This design comes from an exercise in tuning for small area and few clock cycles on the open sky130 flow, not from production work. RTL that was checked went through simulation tests only; none was proved equivalent to the original. Power is estimated from default activity; no workload was simulated.

wip/xenon:
// drawing_engine
module drawing_engine (input  wire        clk,
                       input  wire        rst,
                       input  wire        req,
                       input  wire  [1:0] cmd,
                       output wire        ack,
                       output wire        busy,
                       input  wire [15:0] r0,
                       input  wire [15:0] r1,
                       input  wire [15:0] r2,
                       input  wire [15:0] r3,
                       input  wire [15:0] r4,
                       input  wire [15:0] r5,
                       input  wire [15:0] r6,
                       input  wire [15:0] r7,
                       output wire        de_req,
                       input  wire        de_ack,
                       output wire [17:0] de_addr,
                       output wire  [3:0] de_nbyte,
                       output wire [31:0] de_data);
For scale: ~720 cells after synthesis, about 6600 um2 of cells after synthesis.
clock: 7.0 ns
lec_check: 0
cap_margin: 20
core_margin: 2
core_utilization: 55
gpl_timing_driven: 0
place_density: 0.7
slew_margin: 20
standard.sh (not shown) runs the stock make flow with config.mk's settings and CLKGATE_MAP_FILE= SYNTH_SCRIPT=/design/flow/synth_recipe.tcl, a recipe that flattens the netlist after the stock synthesis.
==> flow/flow/run.sh <==
#!/bin/bash
# The standard ORFS layout, with the port buffers that placement inserts
# (one per input and output port, as standard) made of the smallest buffer
# cell, and non-critical gates downsized after global routing.
set -euo pipefail
export BUFFER_PORTS_ARGS="-buffer_cell sky130_fd_sc_hd__buf_1"
export RECOVER_POWER=100
bash standard.sh finish > standard_flow.log 2>&1
Testbench counts of wip/xenon, summed over its fixed seeds: cycles 75,612.
Edits applied to the flow inputs when going from wip/xenon to wip/nickel:
Settings: clearing GPL_TIMING_DRIVEN, which used to be 0.
Results
There was hardly any difference in total power density per cell area between wip/nickel and wip/xenon.
wip/nickel vs wip/xenon, launching instance or port of the critical path: r3[0] vs r1[0]
The run showing the smaller number of ordinary and repair buffers in the finished layout is wip/nickel.
wip/nickel vs wip/xenon on detail-routed via count per cell: wip/nickel is the higher one.
wip/nickel ended up with a higher cell depth of the worst setup path than wip/xenon did.
wip/xenon has higher met1 usage than wip/nickel.
Compared with wip/xenon, in wip/nickel post-route cell area went down 200 um2; maximum clock frequency saw little to no change.
Edits applied to the flow inputs when going from wip/nickel to wip/raven:
Settings: CORE_UTILIZATION changed from 55 to 40; PLACE_DENSITY changed from 0.7 to 0.6.
==> flow/flow/run.sh <==
#!/bin/bash
# The standard ORFS layout, with the port buffers that placement inserts
# (one per input and output port, as standard) made of the smallest buffer
# cell instead of the default choice.
set -euo pipefail
export BUFFER_PORTS_ARGS="-buffer_cell sky130_fd_sc_hd__buf_1"
bash standard.sh finish > standard_flow.log 2>&1
## What came out
- wip/raven has completed all stages; timing, DRC and antenna checks passed.
- Number of detailed-routing iterations run before antenna repair on wip/raven is up relative to wip/nickel.
- Final cell count, wip/nickel and wip/raven: smaller value in wip/nickel
- [wip/raven] largest stage delay on the critical path rose 110 ps relative to wip/nickel
- Of wip/raven and wip/nickel, it is wip/raven that has the higher layout clock buffer count.
#### Input delta (wip/fjord over wip/raven)
Settings: an added CTS_CLUSTER_DIAMETER of 200; a change of PLACE_DENSITY from 0.6 to 0.7; a change of CORE_UTILIZATION from 40 to 55; an added CTS_CLUSTER_SIZE of 50.
==> flow/flow/run.sh <==
#!/bin/bash
# The standard ORFS layout, with the port buffers that placement inserts
# (one per input and output port, as standard) made of the smallest buffer
# cell, and non-critical gates downsized after global routing.
set -euo pipefail
export BUFFER_PORTS_ARGS="-buffer_cell sky130_fd_sc_hd__buf_1"
export RECOVER_POWER=100
bash standard.sh finish > standard_flow.log 2>&1
==> results.txt <==
wip/fjord ended with every stage complete and zero timing, DRC or antenna violations.
Between wip/fjord and wip/raven, the difference in clock network area share is negligible.
Between wip/raven and wip/fjord, total power decreased.
wip/fjord vs. wip/raven: met1 wire length fell by 14%; flop-to-flop setup slack fell by 50 ps; width of the die fell by 19 um.
I/O pin total delta (wip/raven -> wip/fjord): insignificant
On finished layout cell area: between wip/fjord and wip/raven, it ends up lower for wip/fjord.
Between wip/raven and wip/fjord, the flow reports global-route wire length before repair decreasing by a few percent.
The core of wip/fjord is more densely filled than that of wip/raven.

---

drawing_engine again, from the RTL that the note above started with.
export LEC_CHECK = 0
export CAP_MARGIN = 0
export CORE_MARGIN = 2
export CORE_UTILIZATION = 55
export PLACE_DENSITY = 0.7
export SLEW_MARGIN = 0
create_clock -name core_clock -period 7.0 [get_ports {clk}]
==> flow/flow/run.sh <==
#!/bin/bash
# The standard ORFS layout, with the port buffers that placement inserts
# (one per input and output port, as standard) made of the smallest buffer
# cell, and non-critical gates downsized after global routing.
set -euo pipefail
export BUFFER_PORTS_ARGS="-buffer_cell sky130_fd_sc_hd__buf_1"
export RECOVER_POWER=100
bash standard.sh finish > standard_flow.log 2>&1
Testbench counts at the start, summed over its fixed seeds: cycles 75,612.
Rerun with:
- CAP_MARGIN: 0 -> 20
- CTS_BUF_LIST: default -> sky130_fd_sc_hd__clkbuf_8
- SLEW_MARGIN: 0 -> 20
The changed run passed the timing, design-rule and antenna checks.
Routed wire length decreases by 0.45%.
Utilization came out lower by 0.57 points.
Cell area is lower by 0.88%.
Sequential power barely changes.
Rerun with:
- CORE_UTILIZATION: 55 -> 65
- PLACE_DENSITY: 0.7 -> 0.75
What happened:
- routed wire length went down slightly
- worst hold slack is worse by 0.017 ns
- sequential power went up slightly
- register-to-register slack is worse by 0.07 ns
- final cell count went down slightly
- flip-flop and latch count stays the same
- clock power went up by roughly a tenth
- clock-buffer cell count is unchanged
- worst setup slack is worse by 0.071 ns
Rerun with:
- ABC_AREA: default -> 1
- CORE_UTILIZATION: 65 -> 55
- PLACE_DENSITY: 0.75 -> 0.7
Clock-buffer cell count is unchanged. Cell area came out higher slightly. Hold slack loses 0.036 ns.

---

drawing_engine, a different RTL version from the one above (not shown whole).
For scale: roughly 830 cells after synthesis, roughly 50 flip-flops, about 190 I/O pins, ~7200 µm² of cells after synthesis.
export LEC_CHECK = 0
export CAP_MARGIN = 20
export CORE_MARGIN = 2
export CORE_UTILIZATION = 40
export PLACE_DENSITY = 0.6
export SLEW_MARGIN = 20
create_clock -name core_clock -period 7.0 [get_ports {clk}]
==> flow/flow/run.sh <==
#!/bin/bash
# The standard ORFS layout, with the port buffers that placement inserts
# (one per input and output port, as standard) made of the smallest buffer
# cell instead of the default choice.
set -euo pipefail
export BUFFER_PORTS_ARGS="-buffer_cell sky130_fd_sc_hd__buf_1"
bash standard.sh finish > standard_flow.log 2>&1
Testbench counts at the start, summed over its fixed seeds: cycles 75,778.
==> next run, changes <==
==> flow/run.sh (new file) <==
#!/bin/bash
# synth_recipe.tcl (not shown) runs the flow's synth.tcl, then flattens the netlist and writes it again
# the make line also repeats each setting of config.mk as NAME=value (left out here)
make -C /OpenROAD-flow-scripts/flow DESIGN_CONFIG=/design/flow/config.mk WORK_HOME=/design/flow/orfs CLKGATE_MAP_FILE= SYNTH_SCRIPT=/design/flow/synth_recipe.tcl finish
removed: flow/flow/run.sh
removed: flow/standard.sh
Effect: The changed run went through all stages and came out clean; synthesized area does not change; sequential power hardly moves; global-route usage climbs by 0.98 points; total power climbs by 7.4%; die area does not change; non-clock buffer count climbs by 3; worst setup slack gains 0.078 ns; utilization goes up by 6.7 points.

---

job 8383:
The RTL this note starts from:
==> flow/design.v <==
module drawing_engine (input  wire        clk,
                       input  wire        rst,
                       input  wire        req,
                       input  wire  [1:0] cmd,
                       output wire        ack,
                       output wire        busy,
                       input  wire [15:0] r0,
                       input  wire [15:0] r1,
                       input  wire [15:0] r2,
                       input  wire [15:0] r3,
                       input  wire [15:0] r4,
                       input  wire [15:0] r5,
                       input  wire [15:0] r6,
                       input  wire [15:0] r7,
                       output wire        de_req,
                       input  wire        de_ack,
                       output wire [17:0] de_addr,
                       output wire  [3:0] de_nbyte,
                       output wire [31:0] de_data);
function automatic [20:0] radd(input [19:0] a, input [19:0] b, input ci);
  integer i;
  reg c;
  begin
    c = ci;
    for (i = 0; i < 20; i = i + 1) begin
      radd[i] = a[i] ^ b[i] ^ c;
      c = (a[i] & b[i]) | (a[i] & c) | (b[i] & c);
    end
    radd[20] = c;
  end
endfunction
localparam S_IDLE  = 3'd0,
           S_LINE0 = 3'd1,
           S_LINE1 = 3'd2,
           S_LINE  = 3'd3,
           S_RINI1 = 3'd4,
           S_RINI2 = 3'd5,
           S_RECT  = 3'd6,
           S_CLEAR = 3'd7;
reg  [2:0]  st;
reg  [19:0] p;
reg  [11:0] e;
reg         q;
reg  [9:0]  n;
reg  [3:0]  m;
wire s_idle  = (st == S_IDLE);
wire s_line0 = (st == S_LINE0);
wire s_line  = (st == S_LINE);
wire s_rini1 = (st == S_RINI1);
wire s_rini2 = (st == S_RINI2);
wire s_rect  = (st == S_RECT);
wire s_clear = (st == S_CLEAR);
wire [20:0] n_dec = radd({10'd0, n}, 20'hfffff, 1'b0);
wire        l_sub = ~e[11] | s_line0;
wire [11:0] l_x   = s_rini1 ? {1'b0, r1[8:0], 2'b00} :
                    l_sub   ? 12'd0 : {1'b0, r0[9:0], 1'b0};
wire [11:0] l_y   = s_rini1 ? {9'd0, r0[9:7]} : ~{1'b0, r1[9:0], 1'b0};
wire [11:0] l_cs  = e ^ l_x ^ l_y;
wire [11:0] l_cc  = (e & l_x) | (e & l_y) | (l_x & l_y);
wire [20:0] l_sum = radd({8'd0, l_cs}, {8'd0, l_cc[10:0], ~s_rini1}, 1'b0);
wire [20:0] l_cmp = radd({10'd0, r0[9:0]}, {10'd0, ~r1[9:0]}, 1'b1);
wire        l_wrap = ~l_sub & ~l_cmp[10] & ~s_rini1;           
wire [11:0] l_tn  = {l_sum[11] ^ l_wrap, l_sum[10:0]};
wire        s1z = ~|r2[10:2], s1o = &r2[10:2];
wire        s2z = ~|r3[10:2], s2o = &r3[10:2];
wire  [1:0] l_s1  = q ? r2[1:0] : r3[1:0];
wire        l_z1  = q ? s1z : s2z;
wire        l_o1  = q ? s1o : s2o;
wire  [1:0] l_s2  = ~e[11] ? r2[1:0] : r3[1:0];
wire        l_z2  = ~e[11] ? s1z : s2z;
wire        l_o2  = ~e[11] ? s1o : s2o;
wire        l_end  = (n == 10'd0);
wire        l_end2 = (n == 10'd1);
wire  [2:0] l_lo  = {1'b0, l_s1} + {1'b0, p[1:0]};
wire        l_same  = ~l_end & (l_lo[2] ? l_o1 : l_z1);
wire  [2:0] l_lo2 = {1'b0, l_s2} + {1'b0, l_lo[1:0]};
wire        l_same2 = ~l_end2 & (l_lo2[2] ? l_o2 : l_z2);
wire  [3:0] l_bit  = 4'b0001 << p[1:0];
wire  [3:0] l_bit2 = l_same ? (4'b0001 << l_lo[1:0]) : 4'b0000;
wire  [7:0] r_w   = r2[15:8];
wire  [7:0] r_h   = r2[7:0];
wire [20:0] r_wx  = radd({12'd0, r_w}, {{18{~|r0[1:0]}}, r0[1:0] - 2'd1}, 1'b0);
wire  [6:0] r_nw1 = r_wx[8:2];            
wire  [1:0] r_xe  = r_wx[1:0];            
wire [20:0] r_row1 = radd({12'd0, e[7:0]}, 20'd0, 1'b1);
wire        r_lastrow = (r_row1[7:0] == r_h);
wire        r_lastw = (n[6:0] == 7'd0);
wire        r_dir   = m[0];
wire        r_first = m[1];
wire        r_left  = r_dir ? r_lastw : r_first;
wire        r_right = r_dir ? r_first : r_lastw;
wire  [3:0] r_lmask = 4'b1111 << r0[1:0];
wire  [3:0] r_rmask = 4'b1111 >> (2'd3 - r_xe);
wire  [3:0] r_mask  = (r_left ? r_lmask : 4'b1111) & (r_right ? r_rmask : 4'b1111);
wire  [2:0] r_py  = r1[2:0] + e[2:0];
reg  [15:0] r_pr;
always @(*)
  case (r_py[2:1])
    2'd0: r_pr = r4;
    2'd1: r_pr = r5;
    2'd2: r_pr = r6;
    default: r_pr = r7;
  endcase
wire  [7:0] r_rowb = r_py[0] ? r_pr[15:8] : r_pr[7:0];
wire  [3:0] r_pat  = {4{s_rect}} & (p[2] ? r_rowb[3:0] : r_rowb[7:4]);
wire        c_last = (p[19:2] == 18'd76799);
reg  [10:0] addb;
always @(*)
  if (s_line)       addb = q ? r2[10:0] : r3[10:0];
  else if (s_rect)  addb = r_lastw ? 11'd640 : (r_dir ? 11'h7fc : 11'd4);
  else              addb = 11'd4;
wire [20:0] plo  = radd({9'd0, p[10:0]}, {9'd0, addb}, 1'b0);
wire  [8:0] phu  = p[19:11] ^ {9{addb[10]}};
reg   [8:0] pht;
integer pi;
always @(*) begin
  pht[0] = 1'b1;
  for (pi = 1; pi < 9; pi = pi + 1)
    pht[pi] = pht[pi-1] & phu[pi-1];
end
wire [19:0] psum = {p[19:11] ^ (pht & {9{plo[11] ^ addb[10]}}), plo[10:0]};
wire fin = s_line ? l_end
         : s_rect ? (r_lastw & r_lastrow)
         : c_last;
assign busy    = ~s_idle;
assign ack     = (de_ack & fin & (s_line | s_rect | s_clear)) |
                 (s_rini2 & (r_w == 8'd0));
assign de_req  = ~de_ack & ((s_line & ~(l_same & l_same2)) | s_rect | s_clear);
assign de_addr = p[19:2];
assign de_nbyte = s_line ? ~(m | l_bit | l_bit2) : s_rect ? ~r_mask : 4'b0000;
wire  [7:0] col = s_line ? r6[7:0] : r0[7:0];
wire  [7:0] c0  = s_rect ? r3[15:8] : col;
wire  [7:0] c1  = r3[7:0];
assign de_data = {r_pat[0] ? c1 : c0, r_pat[1] ? c1 : c0,
                  r_pat[2] ? c1 : c0, r_pat[3] ? c1 : c0};
always @(posedge clk)
  if (rst)
    st <= S_IDLE;
  else
    case (st)
      S_IDLE:
        if (req)
          case (cmd)
            2'd0: begin
                  st <= S_LINE0;
                  p  <= {r5[3:0], r4};
                  e  <= {2'b00, r0[9:0]};
                  n  <= r0[9:0];
                  m  <= 4'b0000;
                  end
            2'd1: begin
                  st <= S_RINI1;
                  e  <= {3'd0, r1[8:0]};
                  end
            2'd2: begin
                  st <= S_CLEAR;
                  p  <= 20'd0;
                  end
            default: ;
          endcase
      S_LINE0: begin
        st <= S_LINE1;
        e  <= l_tn;
        end
      S_LINE1: begin
        st <= S_LINE;
        q  <= ~e[11];
        e  <= l_tn;
        end
      S_LINE:
        if (de_ack | l_same) begin
          if (de_ack & l_end)
            st <= S_IDLE;
          else begin
            p <= psum;
            q <= ~e[11];
            e <= l_tn;
            n <= n_dec[9:0];
            m <= de_ack ? 4'b0000 : (m | l_bit);
          end
        end
      S_RINI1: begin
        st <= S_RINI2;
        e  <= l_tn;
        end
      S_RINI2: begin
        st <= (r_w == 8'd0) ? S_IDLE : S_RECT;
        p  <= {1'b0, e, r0[6:0]};
        e  <= 12'd0;
        n  <= {3'b000, r_nw1};
        m  <= 4'b0010;
        end
      S_RECT:
        if (de_ack) begin
          if (fin)
            st <= S_IDLE;
          else begin
            p <= psum;
            if (r_lastw) begin
              e <= {4'd0, r_row1[7:0]};
              n <= {3'b000, r_nw1};
              m <= {2'b01, ~r_dir};
            end else begin
              n <= n_dec[9:0];
              m <= {2'b00, r_dir};
            end
          end
        end
      S_CLEAR:
        if (de_ack) begin
          if (c_last)
            st <= S_IDLE;
          else
            p <= psum;
        end
      default: st <= S_IDLE;
    endcase
endmodule
==> flow/config.mk <==
export PLATFORM = sky130hd
export DESIGN_NAME = drawing_engine
export DESIGN_NICKNAME = drawing_engine
export VERILOG_FILES = /design/flow/design.v
export SDC_FILE = /design/flow/constraint.sdc
export NUM_CORES = 4
export LEC_CHECK = 0
export CAP_MARGIN = 20
export CORE_MARGIN = 2
export CORE_UTILIZATION = 70
export PLACE_DENSITY = 0.8
export SLEW_MARGIN = 20
==> flow/constraint.sdc <==
create_clock -name core_clock -period 7.0 [get_ports {clk}]
set_input_delay 1.4000 -clock core_clock [delete_from_list [all_inputs] [get_ports {clk}]]
set_output_delay 1.4000 -clock core_clock [all_outputs]
set_load 0.01 [all_outputs]
==> flow/flow/run.sh <==
#!/bin/bash
# The standard ORFS layout, with the port buffers that placement inserts
# (one per input and output port, as standard) made of the smallest buffer
# cell instead of the default choice.
set -euo pipefail
export BUFFER_PORTS_ARGS="-buffer_cell sky130_fd_sc_hd__buf_1"
bash standard.sh finish > standard_flow.log 2>&1
Job 8383 completed; timing, DRC and antenna clean
[inputs] job 8850 vs job 8383
Settings: a change of CORE_UTILIZATION from 70 to 40; a change of PLACE_DENSITY from 0.8 to 0.6.
==> flow/run.sh (new file) <==
#!/bin/bash
# synth_recipe.tcl (not shown) runs the flow's synth.tcl, then flattens the netlist and writes it again
# the make line also repeats each setting of config.mk as NAME=value (left out here)
make -C /OpenROAD-flow-scripts/flow DESIGN_CONFIG=/design/flow/config.mk WORK_HOME=/design/flow/orfs CLKGATE_MAP_FILE= SYNTH_SCRIPT=/design/flow/synth_recipe.tcl finish
removed: flow/flow/run.sh
removed: flow/standard.sh
## What came out
Critical path's largest stage delay: job 8850 vs job 8383 up 0.04 ns
Looking only at final cell count without fillers, and setting everything else aside, the higher value of job 8383 and job 8850 goes to job 8850.
Between job 8850 and job 8383, it is job 8850 whose via count of the first global-routing pass is lower, by 40.
Between job 8383 and job 8850, final design instance area without fill increased.
End point of the critical path: p[18] -> job 8850, e[11] -> job 8383
Sort job 8383 and job 8850 by die area desc -> top: job 8850
Per the comparison of job 8850 with job 8383, slew of the pin with the lowest slew margin now smaller; mean routed wirelength per cell now larger.
No functional check of the RTL was part of any run of this note.

afterwards: timing with drivers on the ports:
How much do the figures lean on ideal ports? The routed layouts below were timed once more, with nothing changed but the port constraints.
Step 1 assumes that a clkbuf_16 drives the clock port and a buf_2 every other input.
Step 2 times the ports against the registers' clock, not the clock port: input delays grow and output delays shrink by t, the midpoint of the rising clock arrivals with the driver on.
a / b / c = no drivers / after step 1 / after step 2; a / b = the first two.
run	shift t [ns]	slack for setup (ns)	hold WS [ns]	cell pins on the clock port's net
wip/xenon	0.348	0.175 / 0.191 / -0.157	0.586 / 0.586 / 0.586	1
wip/nickel	0.350	0.171 / 0.177 / -0.172	0.596 / 0.596 / 0.596	1
wip/raven	0.352	0.201 / 0.221 / -0.131	0.584 / 0.584 / 0.584	1
wip/fjord	0.350	0.171 / 0.177 / -0.172	0.596 / 0.596 / 0.596	1
the first run of note 2	0.350	0.171 / 0.177 / -0.172	0.596 / 0.596 / 0.596	1
the second run of note 2	0.374	0.156 / 0.149 / -0.202	0.607 / 0.607 / 0.607	1
the third run of note 2	0.342	0.085 / 0.099 / -0.243	0.590 / 0.590 / 0.590	1
the fourth run of note 2	0.365	0.313 / 0.325 / -0.041	0.554 / 0.554 / 0.554	1
the first run of note 3	0.346	0.278 / 0.298 / -0.048	0.658 / 0.658 / 0.658	1
the second run of note 3	0.351	0.356 / 0.375 / 0.023	0.620 / 0.620 / 0.620	1
job 8383	0.346	0.112 / 0.115 / -0.231	0.618 / 0.618 / 0.618	1
job 8850	0.345	0.230 / 0.238 / -0.106	0.606 / 0.606 / 0.606	1
With both steps, setup timing fails in 11 of these runs, where it was met with ideal ports. For the second run of note 2, which loses most, drivers alone change the setup slack by -0.007 ns; drivers and shift together by -0.358 ns.
